What follows belongs to an exercise in optimizing a design on an open flow for small area; a production flow would make more cautious choices.
Only simulation tests tie the RTL to the original design; equivalence was not proved.
In this run the design's own scripts or RTL, not TritonCTS, make the clock network.
The clock port is modelled as an ideal driver, which makes a skipped or thinned clock tree look cheaper than it is; a real chip needs a root buffer or a tree.
Power and IR drop assume default switching activity.

--- design/flow/flow/pre_cts.tcl ---
# Clock tree for a handful of registers: one clock buffer between the clock
# port and every register clock pin, placed at the centre of the registers.
# It replaces the clock_tree_synthesis call that cts.tcl makes next; the
# rest of cts.tcl (legalisation, timing repair) runs as usual.
rename clock_tree_synthesis orfs_clock_tree_synthesis
proc clock_tree_synthesis { args } {
  set db [ord::get_db]
  set block [ord::get_db_block]
  set clk [$block findNet CLK]
  set leaf [odb::dbNet_create $block clknet_0_CLK]
  set buf [odb::dbInst_create $block [$db findMaster sky130_fd_sc_hd__buf_6] clkbuf_0_CLK]
  set sx 0
  set sy 0
  set n 0
  foreach it [$clk getITerms] {
    set loc [[$it getInst] getLocation]
    set sx [expr {$sx + [lindex $loc 0]}]
    set sy [expr {$sy + [lindex $loc 1]}]
    incr n
    $it disconnect
    $it connect $leaf
  }
  [$buf findITerm A] connect $clk
  [$buf findITerm X] connect $leaf
  $leaf setSigType CLOCK
  $clk setSigType CLOCK
  $buf setLocation [expr {$sx / $n}] [expr {$sy / $n}]
  $buf setPlacementStatus PLACED
  set_propagated_clock [all_clocks]
  puts "clock buffer clkbuf_0_CLK drives $n clock pins"
}
--- design/flow/flow/remap.ys ---
# Re-map the combinational cells of the standard synthesis netlist for area.
# Sequential cells stay as they are (same instances, names and cell types).
read_liberty -ignore_miss_func {LIB}
read_verilog {IN}
hierarchy -top top_module
blackbox sky130_fd_sc_hd__df* sky130_fd_sc_hd__edf* sky130_fd_sc_hd__sdf* sky130_fd_sc_hd__sedf* sky130_fd_sc_hd__dl*
flatten
opt -purge
abc -liberty {LIB} -script {SCRIPT} {DONTUSE}
opt_clean -purge
stat -liberty {LIB}
write_verilog -noattr -nohex -nodec {OUT}
--- design/flow/flow/abc_area.script ---
strash
&get -n
&deepsyn -J 200 -T 120
&dch -f
&nf -R 1000
&put
dnsize
--- design/flow/flow/run.sh ---
#!/bin/bash
# Standard flow, with the combinational logic of the standard synthesis
# re-mapped by ABC for area (registers untouched; best of eight seeds), the
# ports buffered with small buffers and a one-buffer clock tree
# (flow/pre_cts.tcl).
set -euo pipefail
HERE=$(pwd)
R=$HERE/orfs/results/$FLOW_PLATFORM/top_module/base
LIB=$FLOW_HOME/platforms/sky130hd/lib/sky130_fd_sc_hd__tt_025C_1v80.lib

bash standard.sh synth > "$HERE/log_synth.txt" 2>&1

cp "$R/1_2_yosys.v" "$HERE/1_2_yosys.std.v"
# the platform's don't-use cells (lpflow_*, probes, spare cell) stay unused
DONTUSE=$(grep -oE 'cell *\("?sky130_fd_sc_hd__(lpflow_|probe|macro_sparecell)[a-z0-9_]*' "$LIB" \
          | sed -E 's/.*(sky130_fd_sc_hd__[a-z0-9_]*)/-dont_use \1/' | sort -u | tr '\n' ' ')
# ABC is run with eight random seeds; the smallest netlist is kept
for S in 0 1 2 3 4 5 6 7; do
  sed "s/&deepsyn -J 200 -T 120/\&deepsyn -J 200 -T 120 -S $S/" flow/abc_area.script > "$HERE/abc_area_$S.script"
  sed -e "s|{LIB}|$LIB|g" -e "s|{IN}|$HERE/1_2_yosys.std.v|" -e "s|{DONTUSE}|$DONTUSE|" \
      -e "s|{OUT}|$HERE/1_2_yosys.remap_$S.v|" -e "s|{SCRIPT}|$HERE/abc_area_$S.script|" \
      flow/remap.ys > "$HERE/remap_$S.ys"
  yosys -q -l "$HERE/log_remap_$S.txt" -s "$HERE/remap_$S.ys" > /dev/null &
done
wait
BEST=$(for S in 0 1 2 3 4 5 6 7; do
         A=$(grep 'Chip area' "$HERE/log_remap_$S.txt" | tail -1 | awk '{print $NF}' || true)
         if [[ -n "$A" && -s "$HERE/1_2_yosys.remap_$S.v" ]]; then echo "$A $S"; fi
       done | sort -g | head -1 | awk '{print $2}')
echo "remap: seed $BEST" > "$HERE/log_remap_choice.txt"
cp "$HERE/1_2_yosys.remap_$BEST.v" "$HERE/1_2_yosys.remap.v"
cp "$HERE/1_2_yosys.remap.v" "$R/1_2_yosys.v"
rm -f "$R/1_synth.odb" "$R/1_synth.sdc"

# ports get buf_1
export BUFFER_PORTS_ARGS="-buffer_cell sky130_fd_sc_hd__buf_1"
export PRE_CTS_TCL="$HERE/flow/pre_cts.tcl"
bash standard.sh finish > "$HERE/log_finish.txt" 2>&1
--- design/flow/config.mk ---
export PLATFORM = sky130hd
export DESIGN_NAME = top_module
export DESIGN_NICKNAME = top_module
export VERILOG_FILES = /design/flow/design.v
export SDC_FILE = /design/flow/constraint.sdc
export NUM_CORES = 4
export LEC_CHECK = 0
export CAP_MARGIN = 20
export CORE_AREA = 2 2 62 62
export DIE_AREA = 0 0 64 64
export PLACE_DENSITY = 0.85
export SLEW_MARGIN = 20
--- design/flow/standard.sh ---
#!/bin/bash
# synth_recipe.tcl (not shown) runs the flow's synth.tcl, then flattens the netlist and writes it again
# the make line also repeats each setting of config.mk as NAME=value (left out here)
make -C /OpenROAD-flow-scripts/flow DESIGN_CONFIG=/design/flow/config.mk WORK_HOME=/design/flow/orfs CLKGATE_MAP_FILE= SYNTH_SCRIPT=/design/flow/synth_recipe.tcl "${@:-finish}"
--- design/flow/constraint.sdc ---
create_clock -name core_clock -period 10.0 [get_ports {CLK}]
set_input_delay 2.0000 -clock core_clock [delete_from_list [all_inputs] [get_ports {CLK}]]
set_output_delay 2.0000 -clock core_clock [all_outputs]
set_load 0.01 [all_outputs]
--- design/flow/design.v ---
module top_module
(
    CLK, RSTn, LED_Out
);
    input CLK;
    input RSTn;
    output [3:0] LED_Out;
    localparam [13:0] P = 14'b10101010101011;
    reg  [13:0] y;                      
    wire [13:0] r = y ^ P;
    reg [2:0]  g;
    reg [1:0]  s;
    wire [4:0] nq;                      
    wire tick  = (r == 14'd0);
    wire h     = ~(r[3] | r[4] | r[5] | r[11]);
    wire stall = tick & ((~s[0] & ~s[1] & ~g[0] & g[1]));       
    wire fb    = (r[13] ^ r[0] ^ h) & ~stall;
    wire rst_st = (g[1] == 1'b0) & (g[0] == 1'b0);
    always @(posedge CLK)
        y <= (rst_st ? 14'd1 : {r[12:0], fb}) ^ P;
    assign nq[0] = (s[1] & g[0]) | (s[1] & g[1] & ~g[2]);
    assign nq[1] = (~g[0] & ~g[1]) | (~s[0]);
    assign nq[2] = (~g[0] & ~g[1]) | (g[0] & g[1]) | (g[2]) | (s[0] & g[0]) | (s[1] & g[0]);
    assign nq[3] = (~g[0]) | (~s[0] & ~s[1] & ~g[1]) | (s[0] & g[1]) | (s[1] & g[1]);
    assign nq[4] = (~s[0] & ~s[1] & g[1] & ~g[2]) | (g[0] & ~g[1] & g[2]) | (s[1] & g[0] & g[2]) | (s[0] & g[0] & g[2]);
    always @(posedge CLK or negedge RSTn)
        if (!RSTn) begin
            g[1] <= 1'b0;
            g[0] <= 1'b0;
        end else if (tick | rst_st) begin
            g[1] <= nq[3];
            g[0] <= nq[2];
        end
    always @(posedge CLK)
        if (tick | rst_st) begin
            g[2] <= nq[4];
            s    <= nq[1:0];
        end
    assign LED_Out[0] = (g[1]);
    assign LED_Out[1] = (~s[0] & s[1] & g[0] & ~g[2]) | (~g[0] & g[1]) | (~s[1] & g[1]) | (s[0] & g[1]);
    assign LED_Out[2] = (s[1] & g[0] & ~g[2]) | (~g[0] & g[1]) | (~s[1] & g[1]);
    assign LED_Out[3] = (s[0] & g[0] & ~g[2]) | (s[1] & g[0] & ~g[2]) | (~g[0] & g[1]) | (~s[0] & ~s[1] & g[1]);
endmodule
==> run summary <==
Clock network:
- The post-cts gate resize count is 0.
- The setup fix buffers added after clock tree synthesis is 0.
- The clock latency of the later-clocked register in the worst-skew pair is 140 ps.
- The number of hold buffers added after CTS was 0.
- The clock transition at the registers of the reported paths is 110 ps.

Die:
- The die is 64 um wide.
- The die outline height is 64 um.
- The effective utilization at floorplan is 19.0%.
- The core footprint is 3390 um^2.
- The area enclosed by the die boundary is 4100 um^2.
- The number of standard-cell rows in the floorplan is 21.
- During I/O placement, the number of pins put on the boundary was 6.

Worst setup path:
- The maximum fanout count along the critical path is 9.
- The largest single stage delay on the critical path is 480 ps.
- The endpoint identified for the worst register-to-register timing path is s[0].
- Together, buffers and inverters on the worst path number 1.
- The setup slack of the most critical reg-to-reg path is 7800 ps.
- The type of destination of the critical path is an output pin.
- The slowest cell on the critical path is sky130_fd_sc_hd__dfrtp_1.
- The gate family responsible for the most delay along the worst path is simple AND/OR/NAND/NOR gates.
- The signal on the critical path passes through nor2_1, nor2_1, o21a_1, nor2_1, a31oi_1, nand2_1, o21ai_0, buf_1.
- At the worst endpoint, the required time is 8000 ps.
- The category of the critical setup timing path is reg2out.
- The worst setup path is launched from a flip-flop.
- By instance count, the cell type seen most on the critical path is sky130_fd_sc_hd__nor2_1.
- For the worst setup path, the data arrival time is 1850 ps.
- The launch instance of the worst register-to-register path is y[10].
- The number of cells on the worst reg-to-reg path is 3.

Detailed routing:
- After detailed routing, the number of remaining DRC violations is 0.
- The count of nets left with antenna violations once routing finished came out at 0.
- The detailed router finished its first iteration with 19 violations.
- The average via count per standard cell is 3.79.
- The detailed-routing iteration count for the pre-antenna-repair pass is 4.
- The final wirelength is 1.03 mm.
- After detailed routing, the average wire length per cell comes to 8.99 um.
- The via total after detailed routing is 436.

STA:
- The worst max-slew margin expressed relative to the limit is 63.3%.
- The clock period could shrink to 3850 ps.
- On the final layout, the worst clock skew is 4.02 ps.
- After layout, the worst setup slack is 6150 ps.
- The pin slew with the least headroom to its limit is 545 ps.
- The total negative slack is 0 ps.
- The final-report setup violation count is 0.
- Setup repair after global routing left no endpoint under its margin.
- The final number of hold-violating endpoints came to 0.
- For this run, the top clock speed supported by timing is 260 MHz.
- In the finished design, the share of the clock period the worst path needs comes to 38.5%.
- The number of max-slew violations in the final report is 0.

Flow run:
- The tool flagged a number of max-cap violations equal to 0.

Hold path:
- The min-delay analysis places its worst path in the category reg2reg.
- The worst hold path endpoint is y[11].
- The hold path depth is 1.
- In this run the most critical hold path is launched from y[10].

Placed design:
- The global placer's final weighted congestion is 0.687.
- In this run, placement finished with an instance count of 114.
- The wire-length estimate of the detail-placed layout is 804 um.
- At the placement stage, the worst setup path has a slack of 6350 ps.
- The count of buffers inserted at the top-level ports is 5.

Final layout:
- The proportion of layout cells with a drive suffix above 1 is 1.45%.
- The finished layout holds 115 standard cells, fillers aside.
- The area growth from synthesis to layout is 13.6%.
- The final net count is 73.
- The number of antenna diodes in the final layout is 0.

GRT:
- Entering global routing, the biggest net connects 20 pins.
- The number of global-route vias before repair was 403.
- The initial antenna violation count is 0.
- For this run, the total global-route usage over all layers was measured as 5.24%.
- Global routing finished with a remaining overflow of 0.
- The global-route wire length before repair is 1.86 mm.

Yosys:
- The mapped netlist covers 643 um^2.
- Counting every net in the synthesized netlist gives 65.
- A synthesized cell averages 10.2 um^2.
- The yosys synthesis warning count is 1.
- The instance count of the mapped netlist is 63.

Power:
- The leakage power figure is 0.000255 uW.
- The design draws 103 uW.
- In this run the power density over the cells is 141 nW/um^2.
- The worst IR drop on VDD is 0.0514 mV.

Outcome:
- The flow ran to the end and the layout has no timing, DRC or antenna violations.
## how the worst max path moves through the flow
| stage | to | from | cells past startpoint |
|---|---|---|---|
| 2_1_floorplan | LED_Out[3] | g[1] | 7 |
| 3_3_place_gp | LED_Out[3] | g[1] | 8 |
| 3_5_place_dp | LED_Out[3] | g[1] | 8 |
| 4_1_cts | LED_Out[3] | g[1] | 8 |
| 5_1_grt | LED_Out[3] | g[1] | 8 |
| 6_report | LED_Out[3] | g[1] | 8 |
## cell usage in the layout (no fill, tap or decap), drive strengths merged, types with 2 or more instances in the layout
| master | n |
|---|---|
| dfxtp | 14 |
| nand2 | 13 |
| nor2 | 11 |
| o21ai | 6 |
| buf | 6 |
| edfxtp | 3 |
| dfrtp | 2 |
## registers in the layout (all words and copies together) (netlist names)
| name | count |
|---|---|
| g | 3 |
| y | 14 |
| s | 2 |
## cell type report
class	instances	area [um^2]
Fill cell	365	2660
Sequential cell	19	420
Multi-Input combinational cell	44	223
Tap cell	46	57.6
Timing Repair Buffer	5	18.8
Buffer	1	11.3
## where the power goes
group | internal, uW | total, uW | switching, uW | leakage, uW
Combinational | 0.0864 | 0.286 | 0.200 | 0.0000892
Clock | 8.13 | 25.7 | 17.5 | 0.00000605
Sequential | 77.4 | 77.4 | 0 | 0.000160
Total | 85.6 | 103 | 17.7 | 0.000255
## per-layer routing
| metal | GRT usage, % | part of all wire (%) | up-vias |
|---|---|---|---|
| met3 | 0.880 | 5.5 | 0 |
| met4 | 0.272 | 0 | 0 |
| met5 | 0 | 0 | - |
| met2 | 8.33 | 42 | 7 |
| met1 | 7.74 | 52 | 198 |
| li1 | - | - | 231 |
## through the flow
step,util [%],hold WS [ps],area (um^2)
2_1_floorplan,-,353,643
3_3_place_gp,21.2,361,719
3_5_place_dp,21.2,365,719
4_1_cts,21.6,394,731
5_1_grt,21.6,402,731
6_report,21.6,391,731

-- port drivers added, routing unchanged --
In the flow no input, the clock included, has a driving cell. The finished layout below was timed again as built, in two steps. Step 1 (the two cells are an assumption about what drives the block):
set clk [get_ports {CLK}]
set_driving_cell -lib_cell sky130_fd_sc_hd__clkbuf_16 $clk
set_driving_cell -lib_cell sky130_fd_sc_hd__buf_2 [delete_from_list [all_inputs] $clk]
Step 2 moves the port delays by t, midway between the first and last clock arrival at a register: inputs arrive t later, outputs are due t later. That takes back most of the time a late clock gives input paths. a / b / c = no drivers / after step 1 / after step 2; a / b = the first two.
t (ns): 0.160
setup slack, ns: 6.153 / 6.131 / 6.291
worst setup path at the end: register to output
worst register clock-pin slew, ns: 0.11 / 0.11
worst data-port slew with drivers (ns): 0.03
After both steps setup and hold are still met in this run. For this run, drivers alone change the setup slack by -0.022 ns; drivers and shift together by +0.138 ns.
